Context: an optimization exercise on an open-source flow, tuned for small area and a short achievable clock period. The choices shown serve that exercise and are no tape-out recipe. Only the layout flow was run in this run; the RTL was not checked for function there.

File: design/flow/config.mk
export PLATFORM = sky130hd
export DESIGN_NAME = Matrix_Multiplication
export DESIGN_NICKNAME = Matrix_Multiplication
export VERILOG_FILES = /design/flow/design.v
export SDC_FILE = /design/flow/constraint.sdc
export NUM_CORES = 4
export LEC_CHECK = 0
export CAP_MARGIN = 20
export CORE_MARGIN = 2
export CORE_UTILIZATION = 40
export SETUP_SLACK_MARGIN = 2.0
export SLEW_MARGIN = 20
export SYNTH_HIERARCHICAL = 1
export SYNTH_MINIMUM_KEEP_SIZE = 0
File: design/flow/design.v
module Systolic_array (
    input clk, reset,
    input [7:0] in_a, in_b,
    output reg [16:0] out_c
);
  wire [16:0] acc = out_c;
  wire pp1;
  assign pp1 = in_a[0] & in_b[0];
  wire pp2;
  assign pp2 = in_a[0] & in_b[1];
  wire pp3;
  assign pp3 = in_a[0] & in_b[2];
  wire pp4;
  assign pp4 = in_a[0] & in_b[3];
  wire pp5;
  assign pp5 = in_a[0] & in_b[4];
  wire pp6;
  assign pp6 = in_a[0] & in_b[5];
  wire pp7;
  assign pp7 = in_a[0] & in_b[6];
  wire pp8;
  assign pp8 = in_a[0] & in_b[7];
  wire pp9;
  assign pp9 = in_a[1] & in_b[0];
  wire pp10;
  assign pp10 = in_a[1] & in_b[1];
  wire pp11;
  assign pp11 = in_a[1] & in_b[2];
  wire pp12;
  assign pp12 = in_a[1] & in_b[3];
  wire pp13;
  assign pp13 = in_a[1] & in_b[4];
  wire pp14;
  assign pp14 = in_a[1] & in_b[5];
  wire pp15;
  assign pp15 = in_a[1] & in_b[6];
  wire pp16;
  assign pp16 = in_a[1] & in_b[7];
  wire pp17;
  assign pp17 = in_a[2] & in_b[0];
  wire pp18;
  assign pp18 = in_a[2] & in_b[1];
  wire pp19;
  assign pp19 = in_a[2] & in_b[2];
  wire pp20;
  assign pp20 = in_a[2] & in_b[3];
  wire pp21;
  assign pp21 = in_a[2] & in_b[4];
  wire pp22;
  assign pp22 = in_a[2] & in_b[5];
  wire pp23;
  assign pp23 = in_a[2] & in_b[6];
  wire pp24;
  assign pp24 = in_a[2] & in_b[7];
  wire pp25;
  assign pp25 = in_a[3] & in_b[0];
  wire pp26;
  assign pp26 = in_a[3] & in_b[1];
  wire pp27;
  assign pp27 = in_a[3] & in_b[2];
  wire pp28;
  assign pp28 = in_a[3] & in_b[3];
  wire pp29;
  assign pp29 = in_a[3] & in_b[4];
  wire pp30;
  assign pp30 = in_a[3] & in_b[5];
  wire pp31;
  assign pp31 = in_a[3] & in_b[6];
  wire pp32;
  assign pp32 = in_a[3] & in_b[7];
  wire pp33;
  assign pp33 = in_a[4] & in_b[0];
  wire pp34;
  assign pp34 = in_a[4] & in_b[1];
  wire pp35;
  assign pp35 = in_a[4] & in_b[2];
  wire pp36;
  assign pp36 = in_a[4] & in_b[3];
  wire pp37;
  assign pp37 = in_a[4] & in_b[4];
  wire pp38;
  assign pp38 = in_a[4] & in_b[5];
  wire pp39;
  assign pp39 = in_a[4] & in_b[6];
  wire pp40;
  assign pp40 = in_a[4] & in_b[7];
  wire pp41;
  assign pp41 = in_a[5] & in_b[0];
  wire pp42;
  assign pp42 = in_a[5] & in_b[1];
  wire pp43;
  assign pp43 = in_a[5] & in_b[2];
  wire pp44;
  assign pp44 = in_a[5] & in_b[3];
  wire pp45;
  assign pp45 = in_a[5] & in_b[4];
  wire pp46;
  assign pp46 = in_a[5] & in_b[5];
  wire pp47;
  assign pp47 = in_a[5] & in_b[6];
  wire pp48;
  assign pp48 = in_a[5] & in_b[7];
  wire pp49;
  assign pp49 = in_a[6] & in_b[0];
  wire pp50;
  assign pp50 = in_a[6] & in_b[1];
  wire pp51;
  assign pp51 = in_a[6] & in_b[2];
  wire pp52;
  assign pp52 = in_a[6] & in_b[3];
  wire pp53;
  assign pp53 = in_a[6] & in_b[4];
  wire pp54;
  assign pp54 = in_a[6] & in_b[5];
  wire pp55;
  assign pp55 = in_a[6] & in_b[6];
  wire pp56;
  assign pp56 = in_a[6] & in_b[7];
  wire pp57;
  assign pp57 = in_a[7] & in_b[0];
  wire pp58;
  assign pp58 = in_a[7] & in_b[1];
  wire pp59;
  assign pp59 = in_a[7] & in_b[2];
  wire pp60;
  assign pp60 = in_a[7] & in_b[3];
  wire pp61;
  assign pp61 = in_a[7] & in_b[4];
  wire pp62;
  assign pp62 = in_a[7] & in_b[5];
  wire pp63;
  assign pp63 = in_a[7] & in_b[6];
  wire pp64;
  assign pp64 = in_a[7] & in_b[7];
  wire s65;
  wire k66;
  mm_ha u66 (.a(acc[5]), .b(pp6), .s(s65), .co(k66));
  wire s67;
  wire k68;
  mm_fa u68 (.a(acc[6]), .b(pp7), .c(pp14), .s(s67), .co(k68));
  wire s69;
  wire k70;
  mm_ha u70 (.a(pp21), .b(pp28), .s(s69), .co(k70));
  wire s71;
  wire k72;
  mm_fa u72 (.a(acc[7]), .b(pp8), .c(pp15), .s(s71), .co(k72));
  wire s73;
  wire k74;
  mm_fa u74 (.a(pp22), .b(pp29), .c(pp36), .s(s73), .co(k74));
  wire s75;
  wire k76;
  mm_ha u76 (.a(pp43), .b(pp50), .s(s75), .co(k76));
  wire s77;
  wire k78;
  mm_fa u78 (.a(acc[8]), .b(pp16), .c(pp23), .s(s77), .co(k78));
  wire s79;
  wire k80;
  mm_fa u80 (.a(pp30), .b(pp37), .c(pp44), .s(s79), .co(k80));
  wire s81;
  wire k82;
  mm_ha u82 (.a(pp51), .b(pp58), .s(s81), .co(k82));
  wire s83;
  wire k84;
  mm_fa u84 (.a(acc[9]), .b(pp24), .c(pp31), .s(s83), .co(k84));
  wire s85;
  wire k86;
  mm_fa u86 (.a(pp38), .b(pp45), .c(pp52), .s(s85), .co(k86));
  wire s87;
  wire k88;
  mm_fa u88 (.a(acc[10]), .b(pp32), .c(pp39), .s(s87), .co(k88));
  wire s89;
  wire k90;
  mm_ha u90 (.a(acc[3]), .b(pp4), .s(s89), .co(k90));
  wire s91;
  wire k92;
  mm_fa u92 (.a(acc[4]), .b(pp5), .c(pp12), .s(s91), .co(k92));
  wire s93;
  wire k94;
  mm_ha u94 (.a(pp19), .b(pp26), .s(s93), .co(k94));
  wire s95;
  wire k96;
  mm_fa u96 (.a(pp13), .b(pp20), .c(pp27), .s(s95), .co(k96));
  wire s97;
  wire k98;
  mm_fa u98 (.a(pp34), .b(pp41), .c(s65), .s(s97), .co(k98));
  wire s99;
  wire k100;
  mm_fa u100 (.a(pp35), .b(pp42), .c(pp49), .s(s99), .co(k100));
  wire s101;
  wire k102;
  mm_fa u102 (.a(k66), .b(s69), .c(s67), .s(s101), .co(k102));
  wire s103;
  wire k104;
  mm_fa u104 (.a(pp57), .b(k70), .c(s75), .s(s103), .co(k104));
  wire s105;
  wire k106;
  mm_fa u106 (.a(k68), .b(s71), .c(s73), .s(s105), .co(k106));
  wire s107;
  wire k108;
  mm_fa u108 (.a(k76), .b(s81), .c(k72), .s(s107), .co(k108));
  wire s109;
  wire k110;
  mm_fa u110 (.a(k74), .b(s77), .c(s79), .s(s109), .co(k110));
  wire s111;
  wire k112;
  mm_fa u112 (.a(pp59), .b(k82), .c(k78), .s(s111), .co(k112));
  wire s113;
  wire k114;
  mm_fa u114 (.a(k80), .b(s83), .c(s85), .s(s113), .co(k114));
  wire s115;
  wire k116;
  mm_fa u116 (.a(pp46), .b(pp53), .c(pp60), .s(s115), .co(k116));
  wire s117;
  wire k118;
  mm_fa u118 (.a(k84), .b(k86), .c(s87), .s(s117), .co(k118));
  wire s119;
  wire k120;
  mm_fa u120 (.a(acc[11]), .b(pp40), .c(pp47), .s(s119), .co(k120));
  wire s121;
  wire k122;
  mm_fa u122 (.a(pp54), .b(pp61), .c(k88), .s(s121), .co(k122));
  wire s123;
  wire k124;
  mm_fa u124 (.a(acc[12]), .b(pp48), .c(pp55), .s(s123), .co(k124));
  wire s125;
  wire k126;
  mm_ha u126 (.a(acc[2]), .b(pp3), .s(s125), .co(k126));
  wire s127;
  wire k128;
  mm_fa u128 (.a(pp11), .b(pp18), .c(pp25), .s(s127), .co(k128));
  wire s129;
  wire k130;
  mm_fa u130 (.a(pp33), .b(k90), .c(s93), .s(s129), .co(k130));
  wire s131;
  wire k132;
  mm_fa u132 (.a(k94), .b(k92), .c(s95), .s(s131), .co(k132));
  wire s133;
  wire k134;
  mm_fa u134 (.a(k96), .b(s99), .c(k98), .s(s133), .co(k134));
  wire s135;
  wire k136;
  mm_fa u136 (.a(k100), .b(s103), .c(k102), .s(s135), .co(k136));
  wire s137;
  wire k138;
  mm_fa u138 (.a(k104), .b(s107), .c(k106), .s(s137), .co(k138));
  wire s139;
  wire k140;
  mm_fa u140 (.a(k108), .b(s111), .c(k110), .s(s139), .co(k140));
  wire s141;
  wire k142;
  mm_fa u142 (.a(s115), .b(k112), .c(k114), .s(s141), .co(k142));
  wire s143;
  wire k144;
  mm_fa u144 (.a(k116), .b(s119), .c(s121), .s(s143), .co(k144));
  wire s145;
  wire k146;
  mm_fa u146 (.a(pp62), .b(k120), .c(s123), .s(s145), .co(k146));
  wire s147;
  wire k148;
  mm_fa u148 (.a(acc[13]), .b(pp56), .c(pp63), .s(s147), .co(k148));
  wire s149;
  wire k150;
  mm_ha u150 (.a(acc[1]), .b(pp2), .s(s149), .co(k150));
  wire s151;
  wire k152;
  mm_fa u152 (.a(pp10), .b(pp17), .c(s125), .s(s151), .co(k152));
  wire s153;
  wire k154;
  mm_fa u154 (.a(k126), .b(s89), .c(s127), .s(s153), .co(k154));
  wire s155;
  wire k156;
  mm_fa u156 (.a(k128), .b(s91), .c(s129), .s(s155), .co(k156));
  wire s157;
  wire k158;
  mm_fa u158 (.a(k130), .b(s97), .c(s131), .s(s157), .co(k158));
  wire s159;
  wire k160;
  mm_fa u160 (.a(k132), .b(s101), .c(s133), .s(s159), .co(k160));
  wire s161;
  wire k162;
  mm_fa u162 (.a(s105), .b(k134), .c(s135), .s(s161), .co(k162));
  wire s163;
  wire k164;
  mm_fa u164 (.a(s109), .b(k136), .c(s137), .s(s163), .co(k164));
  wire s165;
  wire k166;
  mm_fa u166 (.a(s113), .b(k138), .c(s139), .s(s165), .co(k166));
  wire s167;
  wire k168;
  mm_fa u168 (.a(s117), .b(k140), .c(s141), .s(s167), .co(k168));
  wire s169;
  wire k170;
  mm_fa u170 (.a(k118), .b(k142), .c(s143), .s(s169), .co(k170));
  wire s171;
  wire k172;
  mm_fa u172 (.a(k122), .b(s145), .c(k144), .s(s171), .co(k172));
  wire s173;
  wire k174;
  mm_fa u174 (.a(k124), .b(s147), .c(k146), .s(s173), .co(k174));
  wire s175;
  wire k176;
  mm_fa u176 (.a(acc[14]), .b(pp64), .c(k148), .s(s175), .co(k176));
  wire s177;
  wire k178;
  mm_ha u178 (.a(acc[0]), .b(pp1), .s(s177), .co(k178));
  wire s179;
  wire k180;
  mm_fa u180 (.a(pp9), .b(k178), .c(s149), .s(s179), .co(k180));
  wire s181;
  wire k182;
  mm_fa u182 (.a(k150), .b(k180), .c(s151), .s(s181), .co(k182));
  wire s183;
  wire k184;
  mm_ha u184 (.a(s153), .b(k152), .s(s183), .co(k184));
  wire s185;
  wire k186;
  mm_ha u186 (.a(s155), .b(k154), .s(s185), .co(k186));
  wire s187;
  wire k188;
  mm_ha u188 (.a(s157), .b(k156), .s(s187), .co(k188));
  wire s189;
  wire k190;
  mm_ha u190 (.a(s159), .b(k158), .s(s189), .co(k190));
  wire s191;
  wire k192;
  mm_ha u192 (.a(s161), .b(k160), .s(s191), .co(k192));
  wire s193;
  wire k194;
  mm_ha u194 (.a(s163), .b(k162), .s(s193), .co(k194));
  wire s195;
  wire k196;
  mm_ha u196 (.a(s165), .b(k164), .s(s195), .co(k196));
  wire s197;
  wire k198;
  mm_ha u198 (.a(s167), .b(k166), .s(s197), .co(k198));
  wire s199;
  wire k200;
  mm_ha u200 (.a(s169), .b(k168), .s(s199), .co(k200));
  wire s201;
  wire k202;
  mm_ha u202 (.a(s171), .b(k170), .s(s201), .co(k202));
  wire s203;
  wire k204;
  mm_ha u204 (.a(s173), .b(k172), .s(s203), .co(k204));
  wire s205;
  wire k206;
  mm_ha u206 (.a(s175), .b(k174), .s(s205), .co(k206));
  wire s207;
  wire k208;
  mm_ha u208 (.a(acc[15]), .b(k176), .s(s207), .co(k208));
  wire g209;
  assign g209 = k184 | (s183 & k182);
  wire g210;
  assign g210 = k186 | (s185 & g209);
  wire p211;
  assign p211 = s185 & s183;
  wire g212;
  assign g212 = k188 | (s187 & k186);
  wire p213;
  assign p213 = s187 & s185;
  wire g214;
  assign g214 = k190 | (s189 & k188);
  wire p215;
  assign p215 = s189 & s187;
  wire g216;
  assign g216 = k192 | (s191 & k190);
  wire p217;
  assign p217 = s191 & s189;
  wire g218;
  assign g218 = k194 | (s193 & k192);
  wire p219;
  assign p219 = s193 & s191;
  wire g220;
  assign g220 = k196 | (s195 & k194);
  wire p221;
  assign p221 = s195 & s193;
  wire g222;
  assign g222 = k198 | (s197 & k196);
  wire p223;
  assign p223 = s197 & s195;
  wire g224;
  assign g224 = k200 | (s199 & k198);
  wire p225;
  assign p225 = s199 & s197;
  wire g226;
  assign g226 = k202 | (s201 & k200);
  wire p227;
  assign p227 = s201 & s199;
  wire g228;
  assign g228 = k204 | (s203 & k202);
  wire p229;
  assign p229 = s203 & s201;
  wire g230;
  assign g230 = k206 | (s205 & k204);
  wire p231;
  assign p231 = s205 & s203;
  wire g232;
  assign g232 = k208 | (s207 & k206);
  wire p233;
  assign p233 = s207 & s205;
  wire g234;
  assign g234 = 1'b0 | (acc[16] & k208);
  wire p235;
  assign p235 = acc[16] & s207;
  wire g236;
  assign g236 = g212 | (p213 & g209);
  wire p237;
  assign p237 = p213 & s183;
  wire g238;
  assign g238 = g214 | (p215 & g210);
  wire p239;
  assign p239 = p215 & p211;
  wire g240;
  assign g240 = g216 | (p217 & g212);
  wire p241;
  assign p241 = p217 & p213;
  wire g242;
  assign g242 = g218 | (p219 & g214);
  wire p243;
  assign p243 = p219 & p215;
  wire g244;
  assign g244 = g220 | (p221 & g216);
  wire p245;
  assign p245 = p221 & p217;
  wire g246;
  assign g246 = g222 | (p223 & g218);
  wire p247;
  assign p247 = p223 & p219;
  wire g248;
  assign g248 = g224 | (p225 & g220);
  wire p249;
  assign p249 = p225 & p221;
  wire g250;
  assign g250 = g226 | (p227 & g222);
  wire p251;
  assign p251 = p227 & p223;
  wire g252;
  assign g252 = g228 | (p229 & g224);
  wire p253;
  assign p253 = p229 & p225;
  wire g254;
  assign g254 = g230 | (p231 & g226);
  wire p255;
  assign p255 = p231 & p227;
  wire g256;
  assign g256 = g232 | (p233 & g228);
  wire p257;
  assign p257 = p233 & p229;
  wire g258;
  assign g258 = g234 | (p235 & g230);
  wire p259;
  assign p259 = p235 & p231;
  wire g260;
  assign g260 = g240 | (p241 & g209);
  wire p261;
  assign p261 = p241 & s183;
  wire g262;
  assign g262 = g242 | (p243 & g210);
  wire p263;
  assign p263 = p243 & p211;
  wire g264;
  assign g264 = g244 | (p245 & g236);
  wire p265;
  assign p265 = p245 & p237;
  wire g266;
  assign g266 = g246 | (p247 & g238);
  wire p267;
  assign p267 = p247 & p239;
  wire g268;
  assign g268 = g248 | (p249 & g240);
  wire p269;
  assign p269 = p249 & p241;
  wire g270;
  assign g270 = g250 | (p251 & g242);
  wire p271;
  assign p271 = p251 & p243;
  wire g272;
  assign g272 = g252 | (p253 & g244);
  wire p273;
  assign p273 = p253 & p245;
  wire g274;
  assign g274 = g254 | (p255 & g246);
  wire p275;
  assign p275 = p255 & p247;
  wire g276;
  assign g276 = g256 | (p257 & g248);
  wire p277;
  assign p277 = p257 & p249;
  wire g278;
  assign g278 = g258 | (p259 & g250);
  wire p279;
  assign p279 = p259 & p251;
  wire g280;
  assign g280 = g268 | (p269 & g209);
  wire p281;
  assign p281 = p269 & s183;
  wire g282;
  assign g282 = g270 | (p271 & g210);
  wire p283;
  assign p283 = p271 & p211;
  wire g284;
  assign g284 = g272 | (p273 & g236);
  wire p285;
  assign p285 = p273 & p237;
  wire g286;
  assign g286 = g274 | (p275 & g238);
  wire p287;
  assign p287 = p275 & p239;
  wire g288;
  assign g288 = g276 | (p277 & g260);
  wire p289;
  assign p289 = p277 & p261;
  wire g290;
  assign g290 = g278 | (p279 & g262);
  wire p291;
  assign p291 = p279 & p263;
  wire [16:0] sum = {(acc[16] ^ g288), (s207 ^ g286), (s205 ^ g284), (s203 ^ g282), (s201 ^ g280), (s199 ^ g266), (s197 ^ g264), (s195 ^ g262), (s193 ^ g260), (s191 ^ g238), (s189 ^ g236), (s187 ^ g210), (s185 ^ g209), (s183 ^ k182), s181, s179, s177};
  always @(posedge clk or posedge reset) begin
    if (reset)
      out_c <= 17'b0;
    else
      out_c <= sum;
  end
endmodule
module Systolic_array_int (
    input clk, reset,
    input [7:0] in_a, in_b,
    output reg [16:0] out_c
);
  wire [16:0] acc = out_c;
  wire [7:0] na, nb;   
  mm_inv ua0 (.a(in_a[0]), .y(na[0]));
  mm_inv ub0 (.a(in_b[0]), .y(nb[0]));
  mm_inv ua1 (.a(in_a[1]), .y(na[1]));
  mm_inv ub1 (.a(in_b[1]), .y(nb[1]));
  mm_inv ua2 (.a(in_a[2]), .y(na[2]));
  mm_inv ub2 (.a(in_b[2]), .y(nb[2]));
  mm_inv ua3 (.a(in_a[3]), .y(na[3]));
  mm_inv ub3 (.a(in_b[3]), .y(nb[3]));
  mm_inv ua4 (.a(in_a[4]), .y(na[4]));
  mm_inv ub4 (.a(in_b[4]), .y(nb[4]));
  mm_inv ua5 (.a(in_a[5]), .y(na[5]));
  mm_inv ub5 (.a(in_b[5]), .y(nb[5]));
  mm_inv ua6 (.a(in_a[6]), .y(na[6]));
  mm_inv ub6 (.a(in_b[6]), .y(nb[6]));
  mm_inv ua7 (.a(in_a[7]), .y(na[7]));
  mm_inv ub7 (.a(in_b[7]), .y(nb[7]));
  wire pp1;
  assign pp1 = ~(na[0] | nb[0]);
  wire pp2;
  assign pp2 = ~(na[0] | nb[1]);
  wire pp3;
  assign pp3 = ~(na[0] | nb[2]);
  wire pp4;
  assign pp4 = ~(na[0] | nb[3]);
  wire pp5;
  assign pp5 = ~(na[0] | nb[4]);
  wire pp6;
  assign pp6 = ~(na[0] | nb[5]);
  wire pp7;
  assign pp7 = ~(na[0] | nb[6]);
  wire pp8;
  assign pp8 = ~(na[0] | nb[7]);
  wire pp9;
  assign pp9 = ~(na[1] | nb[0]);
  wire pp10;
  assign pp10 = ~(na[1] | nb[1]);
  wire pp11;
  assign pp11 = ~(na[1] | nb[2]);
  wire pp12;
  assign pp12 = ~(na[1] | nb[3]);
  wire pp13;
  assign pp13 = ~(na[1] | nb[4]);
  wire pp14;
  assign pp14 = ~(na[1] | nb[5]);
  wire pp15;
  assign pp15 = ~(na[1] | nb[6]);
  wire pp16;
  assign pp16 = ~(na[1] | nb[7]);
  wire pp17;
  assign pp17 = ~(na[2] | nb[0]);
  wire pp18;
  assign pp18 = ~(na[2] | nb[1]);
  wire pp19;
  assign pp19 = ~(na[2] | nb[2]);
  wire pp20;
  assign pp20 = ~(na[2] | nb[3]);
  wire pp21;
  assign pp21 = ~(na[2] | nb[4]);
  wire pp22;
  assign pp22 = ~(na[2] | nb[5]);
  wire pp23;
  assign pp23 = ~(na[2] | nb[6]);
  wire pp24;
  assign pp24 = ~(na[2] | nb[7]);
  wire pp25;
  assign pp25 = ~(na[3] | nb[0]);
  wire pp26;
  assign pp26 = ~(na[3] | nb[1]);
  wire pp27;
  assign pp27 = ~(na[3] | nb[2]);
  wire pp28;
  assign pp28 = ~(na[3] | nb[3]);
  wire pp29;
  assign pp29 = ~(na[3] | nb[4]);
  wire pp30;
  assign pp30 = ~(na[3] | nb[5]);
  wire pp31;
  assign pp31 = ~(na[3] | nb[6]);
  wire pp32;
  assign pp32 = ~(na[3] | nb[7]);
  wire pp33;
  assign pp33 = ~(na[4] | nb[0]);
  wire pp34;
  assign pp34 = ~(na[4] | nb[1]);
  wire pp35;
  assign pp35 = ~(na[4] | nb[2]);
  wire pp36;
  assign pp36 = ~(na[4] | nb[3]);
  wire pp37;
  assign pp37 = ~(na[4] | nb[4]);
  wire pp38;
  assign pp38 = ~(na[4] | nb[5]);
  wire pp39;
  assign pp39 = ~(na[4] | nb[6]);
  wire pp40;
  assign pp40 = ~(na[4] | nb[7]);
  wire pp41;
  assign pp41 = ~(na[5] | nb[0]);
  wire pp42;
  assign pp42 = ~(na[5] | nb[1]);
  wire pp43;
  assign pp43 = ~(na[5] | nb[2]);
  wire pp44;
  assign pp44 = ~(na[5] | nb[3]);
  wire pp45;
  assign pp45 = ~(na[5] | nb[4]);
  wire pp46;
  assign pp46 = ~(na[5] | nb[5]);
  wire pp47;
  assign pp47 = ~(na[5] | nb[6]);
  wire pp48;
  assign pp48 = ~(na[5] | nb[7]);
  wire pp49;
  assign pp49 = ~(na[6] | nb[0]);
  wire pp50;
  assign pp50 = ~(na[6] | nb[1]);
  wire pp51;
  assign pp51 = ~(na[6] | nb[2]);
  wire pp52;
  assign pp52 = ~(na[6] | nb[3]);
  wire pp53;
  assign pp53 = ~(na[6] | nb[4]);
  wire pp54;
  assign pp54 = ~(na[6] | nb[5]);
  wire pp55;
  assign pp55 = ~(na[6] | nb[6]);
  wire pp56;
  assign pp56 = ~(na[6] | nb[7]);
  wire pp57;
  assign pp57 = ~(na[7] | nb[0]);
  wire pp58;
  assign pp58 = ~(na[7] | nb[1]);
  wire pp59;
  assign pp59 = ~(na[7] | nb[2]);
  wire pp60;
  assign pp60 = ~(na[7] | nb[3]);
  wire pp61;
  assign pp61 = ~(na[7] | nb[4]);
  wire pp62;
  assign pp62 = ~(na[7] | nb[5]);
  wire pp63;
  assign pp63 = ~(na[7] | nb[6]);
  wire pp64;
  assign pp64 = ~(na[7] | nb[7]);
  wire s65;
  wire k66;
  mm_ha u66 (.a(acc[5]), .b(pp6), .s(s65), .co(k66));
  wire s67;
  wire k68;
  mm_fa u68 (.a(acc[6]), .b(pp7), .c(pp14), .s(s67), .co(k68));
  wire s69;
  wire k70;
  mm_ha u70 (.a(pp21), .b(pp28), .s(s69), .co(k70));
  wire s71;
  wire k72;
  mm_fa u72 (.a(acc[7]), .b(pp8), .c(pp15), .s(s71), .co(k72));
  wire s73;
  wire k74;
  mm_fa u74 (.a(pp22), .b(pp29), .c(pp36), .s(s73), .co(k74));
  wire s75;
  wire k76;
  mm_ha u76 (.a(pp43), .b(pp50), .s(s75), .co(k76));
  wire s77;
  wire k78;
  mm_fa u78 (.a(acc[8]), .b(pp16), .c(pp23), .s(s77), .co(k78));
  wire s79;
  wire k80;
  mm_fa u80 (.a(pp30), .b(pp37), .c(pp44), .s(s79), .co(k80));
  wire s81;
  wire k82;
  mm_ha u82 (.a(pp51), .b(pp58), .s(s81), .co(k82));
  wire s83;
  wire k84;
  mm_fa u84 (.a(acc[9]), .b(pp24), .c(pp31), .s(s83), .co(k84));
  wire s85;
  wire k86;
  mm_fa u86 (.a(pp38), .b(pp45), .c(pp52), .s(s85), .co(k86));
  wire s87;
  wire k88;
  mm_fa u88 (.a(acc[10]), .b(pp32), .c(pp39), .s(s87), .co(k88));
  wire s89;
  wire k90;
  mm_ha u90 (.a(acc[3]), .b(pp4), .s(s89), .co(k90));
  wire s91;
  wire k92;
  mm_fa u92 (.a(acc[4]), .b(pp5), .c(pp12), .s(s91), .co(k92));
  wire s93;
  wire k94;
  mm_ha u94 (.a(pp19), .b(pp26), .s(s93), .co(k94));
  wire s95;
  wire k96;
  mm_fa u96 (.a(pp13), .b(pp20), .c(pp27), .s(s95), .co(k96));
  wire s97;
  wire k98;
  mm_fa u98 (.a(pp34), .b(pp41), .c(s65), .s(s97), .co(k98));
  wire s99;
  wire k100;
  mm_fa u100 (.a(pp35), .b(pp42), .c(pp49), .s(s99), .co(k100));
  wire s101;
  wire k102;
  mm_fa u102 (.a(k66), .b(s69), .c(s67), .s(s101), .co(k102));
  wire s103;
  wire k104;
  mm_fa u104 (.a(pp57), .b(k70), .c(s75), .s(s103), .co(k104));
  wire s105;
  wire k106;
  mm_fa u106 (.a(k68), .b(s71), .c(s73), .s(s105), .co(k106));
  wire s107;
  wire k108;
  mm_fa u108 (.a(k76), .b(s81), .c(k72), .s(s107), .co(k108));
  wire s109;
  wire k110;
  mm_fa u110 (.a(k74), .b(s77), .c(s79), .s(s109), .co(k110));
  wire s111;
  wire k112;
  mm_fa u112 (.a(pp59), .b(k82), .c(k78), .s(s111), .co(k112));
  wire s113;
  wire k114;
  mm_fa u114 (.a(k80), .b(s83), .c(s85), .s(s113), .co(k114));
  wire s115;
  wire k116;
  mm_fa u116 (.a(pp46), .b(pp53), .c(pp60), .s(s115), .co(k116));
  wire s117;
  wire k118;
  mm_fa u118 (.a(k84), .b(k86), .c(s87), .s(s117), .co(k118));
  wire s119;
  wire k120;
  mm_fa u120 (.a(acc[11]), .b(pp40), .c(pp47), .s(s119), .co(k120));
  wire s121;
  wire k122;
  mm_fa u122 (.a(pp54), .b(pp61), .c(k88), .s(s121), .co(k122));
  wire s123;
  wire k124;
  mm_fa u124 (.a(acc[12]), .b(pp48), .c(pp55), .s(s123), .co(k124));
  wire s125;
  wire k126;
  mm_ha u126 (.a(acc[2]), .b(pp3), .s(s125), .co(k126));
  wire s127;
  wire k128;
  mm_fa u128 (.a(pp11), .b(pp18), .c(pp25), .s(s127), .co(k128));
  wire s129;
  wire k130;
  mm_fa u130 (.a(pp33), .b(k90), .c(s93), .s(s129), .co(k130));
  wire s131;
  wire k132;
  mm_fa u132 (.a(k94), .b(k92), .c(s95), .s(s131), .co(k132));
  wire s133;
  wire k134;
  mm_fa u134 (.a(k96), .b(s99), .c(k98), .s(s133), .co(k134));
  wire s135;
  wire k136;
  mm_fa u136 (.a(k100), .b(s103), .c(k102), .s(s135), .co(k136));
  wire s137;
  wire k138;
  mm_fa u138 (.a(k104), .b(s107), .c(k106), .s(s137), .co(k138));
  wire s139;
  wire k140;
  mm_fa u140 (.a(k108), .b(s111), .c(k110), .s(s139), .co(k140));
  wire s141;
  wire k142;
  mm_fa u142 (.a(s115), .b(k112), .c(k114), .s(s141), .co(k142));
  wire s143;
  wire k144;
  mm_fa u144 (.a(k116), .b(s119), .c(s121), .s(s143), .co(k144));
  wire s145;
  wire k146;
  mm_fa u146 (.a(pp62), .b(k120), .c(s123), .s(s145), .co(k146));
  wire s147;
  wire k148;
  mm_fa u148 (.a(acc[13]), .b(pp56), .c(pp63), .s(s147), .co(k148));
  wire s149;
  wire k150;
  mm_ha u150 (.a(acc[1]), .b(pp2), .s(s149), .co(k150));
  wire s151;
  wire k152;
  mm_fa u152 (.a(pp10), .b(pp17), .c(s125), .s(s151), .co(k152));
  wire s153;
  wire k154;
  mm_fa u154 (.a(k126), .b(s89), .c(s127), .s(s153), .co(k154));
  wire s155;
  wire k156;
  mm_fa u156 (.a(k128), .b(s91), .c(s129), .s(s155), .co(k156));
  wire s157;
  wire k158;
  mm_fa u158 (.a(k130), .b(s97), .c(s131), .s(s157), .co(k158));
  wire s159;
  wire k160;
  mm_fa u160 (.a(k132), .b(s101), .c(s133), .s(s159), .co(k160));
  wire s161;
  wire k162;
  mm_fa u162 (.a(s105), .b(k134), .c(s135), .s(s161), .co(k162));
  wire s163;
  wire k164;
  mm_fa u164 (.a(s109), .b(k136), .c(s137), .s(s163), .co(k164));
  wire s165;
  wire k166;
  mm_fa u166 (.a(s113), .b(k138), .c(s139), .s(s165), .co(k166));
  wire s167;
  wire k168;
  mm_fa u168 (.a(s117), .b(k140), .c(s141), .s(s167), .co(k168));
  wire s169;
  wire k170;
  mm_fa u170 (.a(k118), .b(k142), .c(s143), .s(s169), .co(k170));
  wire s171;
  wire k172;
  mm_fa u172 (.a(k122), .b(s145), .c(k144), .s(s171), .co(k172));
  wire s173;
  wire k174;
  mm_fa u174 (.a(k124), .b(s147), .c(k146), .s(s173), .co(k174));
  wire s175;
  wire k176;
  mm_fa u176 (.a(acc[14]), .b(pp64), .c(k148), .s(s175), .co(k176));
  wire s177;
  wire k178;
  mm_ha u178 (.a(acc[0]), .b(pp1), .s(s177), .co(k178));
  wire s179;
  wire k180;
  mm_fa u180 (.a(pp9), .b(k178), .c(s149), .s(s179), .co(k180));
  wire s181;
  wire k182;
  mm_fa u182 (.a(k150), .b(k180), .c(s151), .s(s181), .co(k182));
  wire s183;
  wire k184;
  mm_fa u184 (.a(k152), .b(s153), .c(k182), .s(s183), .co(k184));
  wire s185;
  wire k186;
  mm_fa u186 (.a(k154), .b(s155), .c(k184), .s(s185), .co(k186));
  wire s187;
  wire k188;
  mm_ha u188 (.a(s157), .b(k156), .s(s187), .co(k188));
  wire s189;
  wire k190;
  mm_ha u190 (.a(s159), .b(k158), .s(s189), .co(k190));
  wire s191;
  wire k192;
  mm_ha u192 (.a(s161), .b(k160), .s(s191), .co(k192));
  wire s193;
  wire k194;
  mm_ha u194 (.a(s163), .b(k162), .s(s193), .co(k194));
  wire s195;
  wire k196;
  mm_ha u196 (.a(s165), .b(k164), .s(s195), .co(k196));
  wire s197;
  wire k198;
  mm_ha u198 (.a(s167), .b(k166), .s(s197), .co(k198));
  wire s199;
  wire k200;
  mm_ha u200 (.a(s169), .b(k168), .s(s199), .co(k200));
  wire s201;
  wire k202;
  mm_ha u202 (.a(s171), .b(k170), .s(s201), .co(k202));
  wire s203;
  wire k204;
  mm_ha u204 (.a(s173), .b(k172), .s(s203), .co(k204));
  wire s205;
  wire k206;
  mm_ha u206 (.a(s175), .b(k174), .s(s205), .co(k206));
  wire s207;
  wire k208;
  mm_ha u208 (.a(acc[15]), .b(k176), .s(s207), .co(k208));
  wire g209;
  assign g209 = k188 | (s187 & k186);
  wire g210;
  assign g210 = k190 | (s189 & g209);
  wire p211;
  assign p211 = s189 & s187;
  wire g212;
  assign g212 = k194 | (s193 & k192);
  wire p213;
  assign p213 = s193 & s191;
  wire g214;
  assign g214 = k198 | (s197 & k196);
  wire p215;
  assign p215 = s197 & s195;
  wire g216;
  assign g216 = k202 | (s201 & k200);
  wire p217;
  assign p217 = s201 & s199;
  wire g218;
  assign g218 = k206 | (s205 & k204);
  wire p219;
  assign p219 = s205 & s203;
  wire g220;
  assign g220 = 1'b0 | (acc[16] & k208);
  wire p221;
  assign p221 = acc[16] & s207;
  wire g222;
  assign g222 = k192 | (s191 & g210);
  wire p223;
  assign p223 = s191 & p211;
  wire g224;
  assign g224 = g212 | (p213 & g210);
  wire p225;
  assign p225 = p213 & p211;
  wire g226;
  assign g226 = k200 | (s199 & g214);
  wire p227;
  assign p227 = s199 & p215;
  wire g228;
  assign g228 = g216 | (p217 & g214);
  wire p229;
  assign p229 = p217 & p215;
  wire g230;
  assign g230 = k208 | (s207 & g218);
  wire p231;
  assign p231 = s207 & p219;
  wire g232;
  assign g232 = g220 | (p221 & g218);
  wire p233;
  assign p233 = p221 & p219;
  wire g234;
  assign g234 = k196 | (s195 & g224);
  wire p235;
  assign p235 = s195 & p225;
  wire g236;
  assign g236 = g214 | (p215 & g224);
  wire p237;
  assign p237 = p215 & p225;
  wire g238;
  assign g238 = g226 | (p227 & g224);
  wire p239;
  assign p239 = p227 & p225;
  wire g240;
  assign g240 = g228 | (p229 & g224);
  wire p241;
  assign p241 = p229 & p225;
  wire g242;
  assign g242 = k204 | (s203 & g240);
  wire p243;
  assign p243 = s203 & p241;
  wire g244;
  assign g244 = g218 | (p219 & g240);
  wire p245;
  assign p245 = p219 & p241;
  wire g246;
  assign g246 = g230 | (p231 & g240);
  wire p247;
  assign p247 = p231 & p241;
  wire g248;
  assign g248 = g232 | (p233 & g240);
  wire p249;
  assign p249 = p233 & p241;
  wire [16:0] sum = {(acc[16] ^ g246), (s207 ^ g244), (s205 ^ g242), (s203 ^ g240), (s201 ^ g238), (s199 ^ g236), (s197 ^ g234), (s195 ^ g224), (s193 ^ g222), (s191 ^ g210), (s189 ^ g209), (s187 ^ k186), s185, s183, s181, s179, s177};
  always @(posedge clk or posedge reset) begin
    if (reset)
      out_c <= 17'b0;
    else
      out_c <= sum;
  end
endmodule
module mm_inv (input a, output y);
  assign y = ~a;
endmodule
module mm_fa (input a, b, c, output s, co);
  assign s = a ^ b ^ c;
  assign co = (a & b) | (c & (a ^ b));
endmodule
module mm_ha (input a, b, output s, co);
  assign s = a ^ b;
  assign co = a & b;
endmodule
module Matrix_Multiplication (
  input clk, reset,
  input [7:0] a1, a2, a3, a4, b1, b2, b3, b4,
  output [16:0] c1, c2, c3, c4, c5, c6, c7, c8, c9, c10, c11, c12, c13, c14, c15, c16
);
  reg [7:0] ad1_0, ad1_1, ad1_2, ad1_3, ad2_0, ad2_1, ad2_2, ad2_3, ad3_0, ad3_1, ad3_2, ad3_3;
  reg [7:0] bd1_0, bd1_1, bd1_2, bd1_3, bd2_0, bd2_1, bd2_2, bd2_3, bd3_0, bd3_1, bd3_2, bd3_3;
  wire [7:0] ad0_0 = a1, ad0_1 = a2, ad0_2 = a3, ad0_3 = a4;
  wire [7:0] bd0_0 = b1, bd0_1 = b2, bd0_2 = b3, bd0_3 = b4;
  always @(posedge clk or posedge reset) begin
    if (reset) begin
      ad1_0 <= 8'b00000000;
      ad1_1 <= 8'b00000000;
      ad1_2 <= 8'b00000000;
      ad1_3 <= 8'b00000000;
      ad2_0 <= 8'b00000000;
      ad2_1 <= 8'b00000000;
      ad2_2 <= 8'b00000000;
      ad2_3 <= 8'b00000000;
      ad3_0 <= 8'b00000000;
      ad3_1 <= 8'b00000000;
      ad3_2 <= 8'b00000000;
      ad3_3 <= 8'b00000000;
      bd1_0 <= 8'b00000000;
      bd1_1 <= 8'b00000000;
      bd1_2 <= 8'b00000000;
      bd1_3 <= 8'b00000000;
      bd2_0 <= 8'b00000000;
      bd2_1 <= 8'b00000000;
      bd2_2 <= 8'b00000000;
      bd2_3 <= 8'b00000000;
      bd3_0 <= 8'b00000000;
      bd3_1 <= 8'b00000000;
      bd3_2 <= 8'b00000000;
      bd3_3 <= 8'b00000000;
    end else begin
      ad1_0 <= ad0_0;
      ad1_1 <= ad0_1;
      ad1_2 <= ad0_2;
      ad1_3 <= ad0_3;
      ad2_0 <= ad1_0;
      ad2_1 <= ad1_1;
      ad2_2 <= ad1_2;
      ad2_3 <= ad1_3;
      ad3_0 <= ad2_0;
      ad3_1 <= ad2_1;
      ad3_2 <= ad2_2;
      ad3_3 <= ad2_3;
      bd1_0 <= bd0_0;
      bd1_1 <= bd0_1;
      bd1_2 <= bd0_2;
      bd1_3 <= bd0_3;
      bd2_0 <= bd1_0;
      bd2_1 <= bd1_1;
      bd2_2 <= bd1_2;
      bd2_3 <= bd1_3;
      bd3_0 <= bd2_0;
      bd3_1 <= bd2_1;
      bd3_2 <= bd2_2;
      bd3_3 <= bd2_3;
    end
  end
  Systolic_array B1 (.clk(clk), .reset(reset), .in_a(ad0_0), .in_b(bd0_0), .out_c(c1));
  Systolic_array B2 (.clk(clk), .reset(reset), .in_a(ad0_1), .in_b(bd1_0), .out_c(c2));
  Systolic_array B3 (.clk(clk), .reset(reset), .in_a(ad0_2), .in_b(bd2_0), .out_c(c3));
  Systolic_array B4 (.clk(clk), .reset(reset), .in_a(ad0_3), .in_b(bd3_0), .out_c(c4));
  Systolic_array B5 (.clk(clk), .reset(reset), .in_a(ad1_0), .in_b(bd0_1), .out_c(c5));
  Systolic_array_int B6 (.clk(clk), .reset(reset), .in_a(ad1_1), .in_b(bd1_1), .out_c(c6));
  Systolic_array_int B7 (.clk(clk), .reset(reset), .in_a(ad1_2), .in_b(bd2_1), .out_c(c7));
  Systolic_array_int B8 (.clk(clk), .reset(reset), .in_a(ad1_3), .in_b(bd3_1), .out_c(c8));
  Systolic_array B9 (.clk(clk), .reset(reset), .in_a(ad2_0), .in_b(bd0_2), .out_c(c9));
  Systolic_array_int B10 (.clk(clk), .reset(reset), .in_a(ad2_1), .in_b(bd1_2), .out_c(c10));
  Systolic_array_int B11 (.clk(clk), .reset(reset), .in_a(ad2_2), .in_b(bd2_2), .out_c(c11));
  Systolic_array_int B12 (.clk(clk), .reset(reset), .in_a(ad2_3), .in_b(bd3_2), .out_c(c12));
  Systolic_array B13 (.clk(clk), .reset(reset), .in_a(ad3_0), .in_b(bd0_3), .out_c(c13));
  Systolic_array_int B14 (.clk(clk), .reset(reset), .in_a(ad3_1), .in_b(bd1_3), .out_c(c14));
  Systolic_array_int B15 (.clk(clk), .reset(reset), .in_a(ad3_2), .in_b(bd2_3), .out_c(c15));
  Systolic_array_int B16 (.clk(clk), .reset(reset), .in_a(ad3_3), .in_b(bd3_3), .out_c(c16));
endmodule
File: design/flow/flow/run.sh
#!/bin/bash
set -uo pipefail
export BUFFER_PORTS_ARGS="-buffer_cell sky130_fd_sc_hd__buf_1"
export CTS_ARGS="-sink_clustering_enable -repair_clock_nets -sink_clustering_size 24 -sink_clustering_max_diameter 150"
bash standard.sh > flow_standard.log 2>&1
File: design/flow/standard.sh
#!/bin/bash
# synth_recipe.tcl (not shown) runs the flow's synth.tcl, then flattens the netlist and writes it again
# the make line also repeats each setting of config.mk as NAME=value (left out here)
make -C /OpenROAD-flow-scripts/flow DESIGN_CONFIG=/design/flow/config.mk WORK_HOME=/design/flow/orfs CLKGATE_MAP_FILE= SYNTH_SCRIPT=/design/flow/synth_recipe.tcl "${@:-finish}"
File: design/flow/constraint.sdc
create_clock -name core_clock -period 6.5 [get_ports {clk}]
set_input_delay 1.3000 -clock core_clock [delete_from_list [all_inputs] [get_ports {clk}]]
set_output_delay 1.3000 -clock core_clock [all_outputs]
set_load 0.01 [all_outputs]
==> impl_metrics.py <==
metrics = {
    "routing": {
        "post_drt_wl_per_cell_um": 20.4,
        "detailedRoute.firstIterationViolations": 1553,
        "route.vias.total": 27895,
        "route.detailed.drc": 0,
        "drt_pre_antenna_iters": 5,
        "wirelength_um": 111000,
        "detail-route-antenna-nets": 0,
        "post_drt_via_cell_ratio": 5.14,
    },
    "layout": {
        "area_of_the_multi_input_gates_um2": 31100,
        "nNetsFinal": 5285,
        "ff_latch_area_um2": 11600,
        "area.growth.synth_to_final_pct": 9.30,
        "final_layout_size_suffix_gt1_frac": 0.0883,
        "utilization": 0.440,
        "num-fill-cells": 10147,
        "final-instance-count-excl-fill": 5431,
    },
    "grt": {
        "grt_antenna_before_repair": 4,
        "vias_in_the_first_global_route": 30630,
        "grt_util_met1": 0.280,
        "grt.met3_usage": 0.0281,
        "globalRoute.busiestLayer": "met2",
        "maximum_number_of_pins_on_one_net_before_global_route_repair": 121,
        "use_met2": 0.339,
        "grt_overflow": 0,
        "grt_usage": 0.203,
        "wire_length_of_the_first_global_routing_pass_um": 177000,
    },
    "timing": {
        "setup_slack_ns": 2.09,
        "worst_slew_margin_rel": 0.431,
        "hold_viol_final": 0,
        "max_freq_mhz": 227,
        "grt_setup_unrepaired": "yes",
        "timing.final.max_slew_violations": 0,
        "final.min_clock_period_ns": 4.41,
        "period_share": 0.679,
        "setup_total_negative_slack_ns": 0,
        "worst-slew-pin-transition_ns": 0.851,
        "fin_skew_ns": 0.0321,
        "timing.final.setup_violations": 0,
    },
    "critical_path": {
        "worstSetupPathType": "reg2reg",
        "crit_path_max_incr_delay_ns": 0.56,
        "setup.worst_path.start_class": "register",
        "crit_fanout": 8,
        "critical-path-slowest-cell": "sky130_fd_sc_hd__fa_1",
        "setup.worst_path.end_class": "register",
        "timing.critical_path.depth": 17,
        "required_ns": 7.04,
        "rr_worst_depth": 17,
        "critPathTopFamily": "adder cells",
        "critPathBufInv": 1,
        "cp.arrival_ns": 4.95,
        "cp_cell_sequence": "inv_2 > nor2_1 > fa_1 > fa_1 > fa_2 > fa_1 > ha_1 > or2_2 > ha_1 > o211ai_1 > nand2_1 > a41o_4 > nand2_1 > nand2_1 > ha_1 > nor2_2 > xnor2_1",
    },
    "synthesis": {
        "seq_area_frac_synth": 0.266,
        "yosys_register_bits": 464,
        "synthesis.instances": 3740,
        "share_of_synthesized_registers_carrying_an_async_set_or_reset": 1.00,
        "number_of_enable_flip_flop_cells_after_synthesis": 0,
        "synth_warnings": 9,
        "syn_area_per_cell_um2": 11.7,
        "yosys_most_used_dff": "sky130_fd_sc_hd__dfrtp_1",
        "mappedNetlistArea_um2": 43700,
        "synth.lib_cells_used.distinct": 36,
        "synth_nets": 5017,
    },
    "placed_design": {
        "gp_congestion": 0.875,
        "dp_worst_setup_slack_ns": 1.18,
        "place.detailed.instances": 5329,
        "hpwlAfterDp_um": 91600,
        "placement.io_buffers": 337,
    },
    "min_path": {
        "hold-path-cell-count": 0,
        "min-delay-path-class": "reg2reg",
    },
    "floorplan": {
        "boundaryPins": 338,
        "die_h_um": 334,
        "die_width_um": 334,
        "std_cell_rows": 121,
        "coreArea_um2": 109000,
        "die_area_um2": 112000,
        "effective_utilization_at_floorplan": 0.402,
    },
    "clock_network": {
        "cts-root-buf": "sky130_fd_sc_hd__clkbuf_16",
        "cts.hold.buffers_added": 0,
        "insertion_delay_ns": 0.61,
        "clk_pin_slew_ns": 0.12,
        "tritoncts": "yes",
        "cts_num_sinks": 464,
        "clockBufferDepth": 3,
        "h-tree-depth": 1,
        "cts_buffers": 23,
    },
    "run": {
        "cap_violations": 0,
    },
    "outcome": {
        "status": "timing/DRC/antenna clean",
    },
}
cells by family (layout without fill, tap and decap cells):
| family | Yosys count | count (layout) | synth area share |
|---|---|---|---|
| simple gates | 1322 | 1322 | 0.145 |
| compound gates | 286 | 286 | 0.0468 |
| other cells | 0 | 6 | 0 |
| flops | 464 | 464 | 0.266 |
| fa+ha+maj | 1211 | 1211 | 0.487 |
| buf+inv | 326 | 597 | 0.0286 |
| xor+xnor | 131 | 131 | 0.0263 |
what timing repair did:
action                     CTS  global route
setup buffers               18            50
pin swaps                    8            39
gates resized for setup     66           182
setup endpoints to repair   33            75
per-module statistics from Yosys, one instance, submodules excluded:
module                 copies in the design  cells inside  flip-flops and latches  area [um^2]
mm_ha                                   334             1                       0         12.5
mm_fa                                   818             1                       0         20.0
mm_inv                                  144             1                       0         3.75
Matrix_Multiplication                     1           193                     192         4810
Systolic_array_int                        9           135                      17          987
Systolic_array                            7           148                      17         1270
cells in the mapped netlist (25+ instances only):
library cell                 n  area (um^2)
sky130_fd_sc_hd__dfrtp_1   464        11600
sky130_fd_sc_hd__and2_1    448         2800
sky130_fd_sc_hd__nor2_1    651         2440
sky130_fd_sc_hd__a21oi_1    83          415
sky130_fd_sc_hd__xnor2_1    82          718
sky130_fd_sc_hd__xor2_1     49          429
sky130_fd_sc_hd__o21ai_0    30          150
sky130_fd_sc_hd__inv_1     161          604
sky130_fd_sc_hd__ha_1      393         4920
sky130_fd_sc_hd__nand2_1   105          394
sky130_fd_sc_hd__a21o_1     37          278
sky130_fd_sc_hd__clkbuf_1  144          541
sky130_fd_sc_hd__or2_2      25          156
sky130_fd_sc_hd__fa_1      818        16400
sky130_fd_sc_hd__nand3_1    37          185
worst paths after layout:
check	start	end	slack, ns
max	ad2_1[1]	B10.out_c[14]	2.09
min	ad2_3[5]	ad3_3[5]	0.37
max reg2reg	ad2_1[1]	B10.out_c[14]	2.09
min reg2reg	ad2_3[5]	ad3_3[5]	0.37
max in group asynchronous	reset	ad2_1[1]	3.99
min in group asynchronous	reset	B16.out_c[16]	1.14
metrics by stage:
stage               hold slack, ns  cell area, um^2
floorplan                    0.354            43700
global placement             0.361            46100
global route                 0.389            47700
detailed placement           0.360            46100
finish                       0.370            47700
CTS                          0.370            47000
final cells by class:
class / instances / area share
sequential: 464 / 0.244
clock inverter: 2 / 0.000812
clock buffer: 26 / 0.0125
antenna: 6 / 0.000314
multi-input combinational: 2950 / 0.651
tap: 1414 / 0.0371
inverter: 161 / 0.0154
timing repair buffer: 408 / 0.0394
placed cells by master (no fill, tap or decap), drive strengths merged:
cell type and instances:
xnor2 82, nor2b 14, dfrtp 464, a31oi 28
a211o 7, clkinv 3, a21o 37, diode 6
a21oi 83, nand2 112, a41o 9, inv 146
clkinvlp 13, ha 393, and2 448, o31ai 14
clkbuf 76, fa 818, o211ai 23, bufinv 1
or2 25, o21ai 37, o21bai 7, a31o 7
nor2 651, and4 7, o2111ai 7, buf 358
nand3 37, a41oi 9, and3 14, nand4 7
a221oi 9, nor3 7, a211oi 9, xor2 49
metal layers:
layer	share of wire	up-vias
met5	0.00014	-
li1	-	12443
met4	0.026	2
met3	0.050	102
met2	0.49	638
met1	0.44	14710

re-timing with driven ports:
The results above use ideal ports. As a check the final layout listed here was re-extracted and re-timed, cells and wires unchanged. Step 1: set_driving_cell puts a clkbuf_16 on clk and a buf_2 on each other input, an assumption about the parent block. Step 2, shift: input delay + t, output delay - t, t = (earliest + latest rising clock arrival at the registers) / 2. This alone moves slack from input paths to output paths. a / b / c = no drivers / after step 1 / after step 2; a / b = the first two.
t, ns: 0.665
setup WS [ns]: 2.089 / 2.089 / 1.514
hold slack, ns: 0.370 / 0.370 / 0.370
worst register clock-pin slew, ns: 0.12 / 0.12
worst slew at a driven data input, ns: 0.08
After both steps setup and hold are still met in this run. For this run, drivers alone change the setup slack by 0.000 ns; drivers and shift together by -0.575 ns.
